Context: an optimization exercise on an open-source flow, tuned for small area, a short achievable clock period and few clock cycles. The choices shown serve that exercise and are no tape-out recipe.
The RTL was checked by simulation tests, not by an equivalence proof against the original design.
No activity file was given, so power comes from the tool's default toggle rates.

==> module dec4n, before the edit <==
module dec4n
(
input [3:0] a,
input en_n,
output [15:0] y
);
assign y = en_n ? 16'd0 : (16'b1 << a);
endmodule
==> module wctl, before the edit <==
module wctl
(
input [3:0] c,
input [3:0] ctrl,
input we,
output [15:0] lo,
output [15:0] hi
);
genvar b;
generate
for (b = 0; b < 16; b = b + 1) begin : g
  wire [3:0] off = b - c;
  wire in = we & (off < ctrl);
  assign lo[b] = in & (c <= b);
  assign hi[b] = in & (c > b);
end
endgenerate
endmodule
==> module memsys, before the edit <==
module memsys
(
input clk,
input a_rst,
input CMD_RCVD,
input rw,
input [7:0] addr,
input [3:0] ctrl,
input [119:0] data15,
output done,
output [119:0] answer
);
wire go = CMD_RCVD & ~a_rst;
wire we = go & rw;
assign done = go;
wire [3:0] c = addr[3:0];    
wire [15:0] woh;
dec4 dw(.a(addr[7:4]), .y(woh));
wire [63:0] roh;
genvar q;
generate
for (q = 0; q < 4; q = q + 1) begin : rdec
  dec4n dr(.a(addr[7:4]), .en_n(rw), .y(roh[16*q +: 16]));
end
endgenerate
wire [15:0] rlo0, rhi0, rlo1, rhi1, wlo, whi;
rctl rc0(.c(c), .lo(rlo0), .hi(rhi0));
rctl rc1(.c(c), .lo(rlo1), .hi(rhi1));
wctl wc(.c(c), .ctrl(ctrl), .we(we), .lo(wlo), .hi(whi));
wire [15:0] keep;
genvar k;
generate
for (k = 0; k < 16; k = k + 1) begin : kp
  assign keep[k] = rw | (k < ctrl);
end
endgenerate
wire [127:0] xn;    
wire [127:0] y;     
wire [127:0] din = rw ? {8'b0, data15} : 128'd0;
rot16 rot(.xn(xn), .s(rw ? 4'd0 - c : c), .keep(keep), .y(y));
assign answer = y[119:0];
genvar b;
generate
for (b = 0; b < 16; b = b + 1) begin : bank
  wire [15:0] wen, rsel0, rsel1;
  selgen ws(.oh(woh), .lo(wlo[b]), .hi(whi[b]), .y(wen));
  selgen rs0(.oh(roh[16*(b/4) +: 16]), .lo(rlo0[b]), .hi(rhi0[b]), .y(rsel0));
  selgen rs1(.oh(roh[16*(b/4) +: 16]), .lo(rlo1[b]), .hi(rhi1[b]), .y(rsel1));
  wire [15:0] rsel = {rsel1[15:8], rsel0[7:0]};
  slave_bank sb(.clk(clk), .a_rst(a_rst), .wen(wen), .wd(y[8*b +: 8]),
                .rsel(rsel), .din(din[8*b +: 8]), .xn(xn[8*b +: 8]));
end
endgenerate
endmodule
Settings: LEC_CHECK=0, CAP_MARGIN=10, CORE_MARGIN=2, CORE_UTILIZATION=70, SETUP_SLACK_MARGIN=2.5, SLEW_MARGIN=10, SYNTH_HIERARCHICAL=1, SYNTH_MINIMUM_KEEP_SIZE=0, TNS_END_PERCENT=0; clock period 9.0 ns.
standard.sh (not shown) runs the stock make flow with config.mk's settings and CLKGATE_MAP_FILE= SYNTH_SCRIPT=/design/flow/synth_recipe.tcl, a recipe that flattens the netlist after the stock synthesis.
==> flow/flow/run.sh <==
#!/bin/bash
set -euo pipefail
bash standard.sh ABC_LOAD_IN_FF=0.5 synth > synth.log 2>&1
bash standard.sh 'BUFFER_PORTS_ARGS=-buffer_cell sky130_fd_sc_hd__buf_4' \
  MATCH_CELL_FOOTPRINT=0 \
  'CTS_ARGS=-sink_clustering_enable -repair_clock_nets -dont_use_dummy_load -sink_clustering_size 20 -sink_clustering_max_diameter 100' \
  finish > layout.log 2>&1
test -s out/final.def
Testbench counts at the start, summed over its fixed seeds: cycles 4,800.
Next try:
--- a/flow/design.v
+++ b/flow/design.v
@@ -3,13 +3,13 @@
 (
 input [3:0] a,
 output [15:0] y
 );
 assign y = 16'b1 << a;
 endmodule
-module dec4n
+module dec4e
 (
 input [3:0] a,
 input en_n,
 output [15:0] y
 );
 assign y = en_n ? 16'd0 : (16'b1 << a);
@@ -30,24 +30,40 @@
 endmodule
 module wctl
 (
 input [3:0] c,
 input [3:0] ctrl,
 input we,
-output [15:0] lo,
-output [15:0] hi
+output [15:0] lo_n,
+output [15:0] hi_n
 );
 genvar b;
 generate
 for (b = 0; b < 16; b = b + 1) begin : g
   wire [3:0] off = b - c;
   wire in = we & (off < ctrl);
-  assign lo[b] = in & (c <= b);
-  assign hi[b] = in & (c > b);
-end
-endgenerate
+  assign lo_n[b] = ~(in & (c <= b));
+  assign hi_n[b] = ~(in & (c > b));
+end
+endgenerate
+endmodule
+module dec4n
+(
+input [3:0] a,
+output [15:0] yn
+);
+assign yn = ~(16'b1 << a);
+endmodule
+module wselgen
+(
+input [15:0] oh_n,
+input lo_n,
+input hi_n,
+output [15:0] y
+);
+assign y = ~(({16{lo_n}} | oh_n) & ({16{hi_n}} | {oh_n[14:0], 1'b1}));
 endmodule
 module selgen
 (
 input [15:0] oh,
 input lo,
 input hi,
@@ -162,25 +178,25 @@
 output [119:0] answer
 );
 wire go = CMD_RCVD & ~a_rst;
 wire we = go & rw;
 assign done = go;
 wire [3:0] c = addr[3:0];    
-wire [15:0] woh;
-dec4 dw(.a(addr[7:4]), .y(woh));
+wire [15:0] woh_n;
+dec4n dw(.a(addr[7:4]), .yn(woh_n));
 wire [63:0] roh;
 genvar q;
 generate
 for (q = 0; q < 4; q = q + 1) begin : rdec
-  dec4n dr(.a(addr[7:4]), .en_n(rw), .y(roh[16*q +: 16]));
-end
-endgenerate
-wire [15:0] rlo0, rhi0, rlo1, rhi1, wlo, whi;
+  dec4e dr(.a(addr[7:4]), .en_n(rw), .y(roh[16*q +: 16]));
+end
+endgenerate
+wire [15:0] rlo0, rhi0, rlo1, rhi1, wlo_n, whi_n;
 rctl rc0(.c(c), .lo(rlo0), .hi(rhi0));
 rctl rc1(.c(c), .lo(rlo1), .hi(rhi1));
-wctl wc(.c(c), .ctrl(ctrl), .we(we), .lo(wlo), .hi(whi));
+wctl wc(.c(c), .ctrl(ctrl), .we(we), .lo_n(wlo_n), .hi_n(whi_n));
 wire [15:0] keep;
 genvar k;
 generate
 for (k = 0; k < 16; k = k + 1) begin : kp
   assign keep[k] = rw | (k < ctrl);
 end
@@ -191,13 +207,13 @@
 rot16 rot(.xn(xn), .s(rw ? 4'd0 - c : c), .keep(keep), .y(y));
 assign answer = y[119:0];
 genvar b;
 generate
 for (b = 0; b < 16; b = b + 1) begin : bank
   wire [15:0] wen, rsel0, rsel1;
-  selgen ws(.oh(woh), .lo(wlo[b]), .hi(whi[b]), .y(wen));
+  wselgen ws(.oh_n(woh_n), .lo_n(wlo_n[b]), .hi_n(whi_n[b]), .y(wen));
   selgen rs0(.oh(roh[16*(b/4) +: 16]), .lo(rlo0[b]), .hi(rhi0[b]), .y(rsel0));
   selgen rs1(.oh(roh[16*(b/4) +: 16]), .lo(rlo1[b]), .hi(rhi1[b]), .y(rsel1));
   wire [15:0] rsel = {rsel1[15:8], rsel0[7:0]};
   slave_bank sb(.clk(clk), .a_rst(a_rst), .wen(wen), .wd(y[8*b +: 8]),
                 .rsel(rsel), .din(din[8*b +: 8]), .xn(xn[8*b +: 8]));
 end
=> The new run produced a clean layout. Clock power goes up by about 0.8%. Sequential power is about the same. Via count goes up by 1.3%. Area after synthesis goes down by 0.99%. Final area is about the same. Wire length goes down by 0.62%. Total power goes up by 1.6%. Maximum frequency hardly moves.
Testbench counts after the change, summed over its fixed seeds: cycles 4,800.

========
## north
memsys with an RTL version that a note above also has.
For scale: ~260 I/O pins.
==> module dec4e, before the edit <==
module dec4e
(
input [3:0] a,
input en_n,
output [15:0] y
);
assign y = en_n ? 16'd0 : (16'b1 << a);
endmodule
==> module wctl, before the edit <==
module wctl
(
input [3:0] c,
input [3:0] ctrl,
input we,
output [15:0] lo_n,
output [15:0] hi_n
);
genvar b;
generate
for (b = 0; b < 16; b = b + 1) begin : g
  wire [3:0] off = b - c;
  wire in = we & (off < ctrl);
  assign lo_n[b] = ~(in & (c <= b));
  assign hi_n[b] = ~(in & (c > b));
end
endgenerate
endmodule
==> module dec4n, before the edit <==
module dec4n
(
input [3:0] a,
output [15:0] yn
);
assign yn = ~(16'b1 << a);
endmodule
==> module wselgen, before the edit <==
module wselgen
(
input [15:0] oh_n,
input lo_n,
input hi_n,
output [15:0] y
);
assign y = ~(({16{lo_n}} | oh_n) & ({16{hi_n}} | {oh_n[14:0], 1'b1}));
endmodule
==> module memsys, before the edit <==
module memsys
(
input clk,
input a_rst,
input CMD_RCVD,
input rw,
input [7:0] addr,
input [3:0] ctrl,
input [119:0] data15,
output done,
output [119:0] answer
);
wire go = CMD_RCVD & ~a_rst;
wire we = go & rw;
assign done = go;
wire [3:0] c = addr[3:0];    
wire [15:0] woh_n;
dec4n dw(.a(addr[7:4]), .yn(woh_n));
wire [63:0] roh;
genvar q;
generate
for (q = 0; q < 4; q = q + 1) begin : rdec
  dec4e dr(.a(addr[7:4]), .en_n(rw), .y(roh[16*q +: 16]));
end
endgenerate
wire [15:0] rlo0, rhi0, rlo1, rhi1, wlo_n, whi_n;
rctl rc0(.c(c), .lo(rlo0), .hi(rhi0));
rctl rc1(.c(c), .lo(rlo1), .hi(rhi1));
wctl wc(.c(c), .ctrl(ctrl), .we(we), .lo_n(wlo_n), .hi_n(whi_n));
wire [15:0] keep;
genvar k;
generate
for (k = 0; k < 16; k = k + 1) begin : kp
  assign keep[k] = rw | (k < ctrl);
end
endgenerate
wire [127:0] xn;    
wire [127:0] y;     
wire [127:0] din = rw ? {8'b0, data15} : 128'd0;
rot16 rot(.xn(xn), .s(rw ? 4'd0 - c : c), .keep(keep), .y(y));
assign answer = y[119:0];
genvar b;
generate
for (b = 0; b < 16; b = b + 1) begin : bank
  wire [15:0] wen, rsel0, rsel1;
  wselgen ws(.oh_n(woh_n), .lo_n(wlo_n[b]), .hi_n(whi_n[b]), .y(wen));
  selgen rs0(.oh(roh[16*(b/4) +: 16]), .lo(rlo0[b]), .hi(rhi0[b]), .y(rsel0));
  selgen rs1(.oh(roh[16*(b/4) +: 16]), .lo(rlo1[b]), .hi(rhi1[b]), .y(rsel1));
  wire [15:0] rsel = {rsel1[15:8], rsel0[7:0]};
  slave_bank sb(.clk(clk), .a_rst(a_rst), .wen(wen), .wd(y[8*b +: 8]),
                .rsel(rsel), .din(din[8*b +: 8]), .xn(xn[8*b +: 8]));
end
endgenerate
endmodule
Settings: LEC_CHECK=0, CAP_MARGIN=20, CORE_MARGIN=2, CORE_UTILIZATION=70, SETUP_SLACK_MARGIN=2.5, SLEW_MARGIN=20, SYNTH_HIERARCHICAL=1, SYNTH_MINIMUM_KEEP_SIZE=0, TNS_END_PERCENT=0; clock period 9.0 ns.
Scripts as last shown in full above: flow/flow/run.sh
Testbench counts of north, summed over its fixed seeds: cycles 4,800.
Relative to north, the following input files were edited for south:
--- a/flow/design.v
+++ b/flow/design.v
@@ -7,5 +7,5 @@
 assign y = 16'b1 << a;
 endmodule
-module dec4e
+module dec4n
 (
 input [3:0] a,
@@ -34,6 +34,6 @@
 input [3:0] ctrl,
 input we,
-output [15:0] lo_n,
-output [15:0] hi_n
+output [15:0] lo,
+output [15:0] hi
 );
 genvar b;
@@ -42,24 +42,8 @@
   wire [3:0] off = b - c;
   wire in = we & (off < ctrl);
-  assign lo_n[b] = ~(in & (c <= b));
-  assign hi_n[b] = ~(in & (c > b));
-end
-endgenerate
-endmodule
-module dec4n
-(
-input [3:0] a,
-output [15:0] yn
-);
-assign yn = ~(16'b1 << a);
-endmodule
-module wselgen
-(
-input [15:0] oh_n,
-input lo_n,
-input hi_n,
-output [15:0] y
-);
-assign y = ~(({16{lo_n}} | oh_n) & ({16{hi_n}} | {oh_n[14:0], 1'b1}));
+  assign lo[b] = in & (c <= b);
+  assign hi[b] = in & (c > b);
+end
+endgenerate
 endmodule
 module selgen
@@ -182,17 +166,17 @@
 assign done = go;
 wire [3:0] c = addr[3:0];    
-wire [15:0] woh_n;
-dec4n dw(.a(addr[7:4]), .yn(woh_n));
+wire [15:0] woh;
+dec4 dw(.a(addr[7:4]), .y(woh));
 wire [63:0] roh;
 genvar q;
 generate
 for (q = 0; q < 4; q = q + 1) begin : rdec
-  dec4e dr(.a(addr[7:4]), .en_n(rw), .y(roh[16*q +: 16]));
-end
-endgenerate
-wire [15:0] rlo0, rhi0, rlo1, rhi1, wlo_n, whi_n;
+  dec4n dr(.a(addr[7:4]), .en_n(rw), .y(roh[16*q +: 16]));
+end
+endgenerate
+wire [15:0] rlo0, rhi0, rlo1, rhi1, wlo, whi;
 rctl rc0(.c(c), .lo(rlo0), .hi(rhi0));
 rctl rc1(.c(c), .lo(rlo1), .hi(rhi1));
-wctl wc(.c(c), .ctrl(ctrl), .we(we), .lo_n(wlo_n), .hi_n(whi_n));
+wctl wc(.c(c), .ctrl(ctrl), .we(we), .lo(wlo), .hi(whi));
 wire [15:0] keep;
 genvar k;
@@ -211,5 +195,5 @@
 for (b = 0; b < 16; b = b + 1) begin : bank
   wire [15:0] wen, rsel0, rsel1;
-  wselgen ws(.oh_n(woh_n), .lo_n(wlo_n[b]), .hi_n(whi_n[b]), .y(wen));
+  selgen ws(.oh(woh), .lo(wlo[b]), .hi(whi[b]), .y(wen));
   selgen rs0(.oh(roh[16*(b/4) +: 16]), .lo(rlo0[b]), .hi(rhi0[b]), .y(rsel0));
   selgen rs1(.oh(roh[16*(b/4) +: 16]), .lo(rlo1[b]), .hi(rhi1[b]), .y(rsel1));
==> comparison <==
south and north ended up with roughly the same placed wire-length estimate after detailed placement.
Summary of south over north: routability congestion estimate from global placement increased by about 0.6% relative to the old numbers, total track usage shows an increase of 0.38 points, worst setup slack rose by 0.024 ns, final period utilization decreased by 0.26 points relative to the old numbers.
The run with more routed wire is south, not north.
Side by side, relative max-transition margin turned out higher in south than in north.
Maximum clock rate of south exceeds that of north slightly.
Core util | south vs north | south lower
Testbench counts of south, summed over its fixed seeds: cycles 4,800.

[port drivers added, routing unchanged]
The flow's constraints put no driver on any port. The routed layouts listed below were extracted and timed again, unchanged, in two steps.
Step 1: set_driving_cell puts a clkbuf_16 on clk and a buf_2 on each other input, an assumption about the parent block.
Step 2 also shifts input and output timing later by t, the mid clock arrival at the registers, as if the neighbouring blocks saw the same clock.
Three values: ideal ports, drivers, drivers and shift; two values: the first two.
run | t (ns) | setup WS [ns] | cell pins on the clock port's net
the first run of note 1 | 0.851 | 1.992 / 1.650 / 1.650 | 1
the second run of note 1 | 0.834 | 1.978 / 1.735 / 1.735 | 1
north | 0.836 | 1.950 / 1.647 / 1.647 | 1
south | 0.849 | 1.974 / 1.648 / 1.648 | 1
After both steps every run listed still meets setup and hold. For the first run of note 1, which loses most, drivers alone change the setup slack by -0.342 ns; drivers and shift together by -0.342 ns.
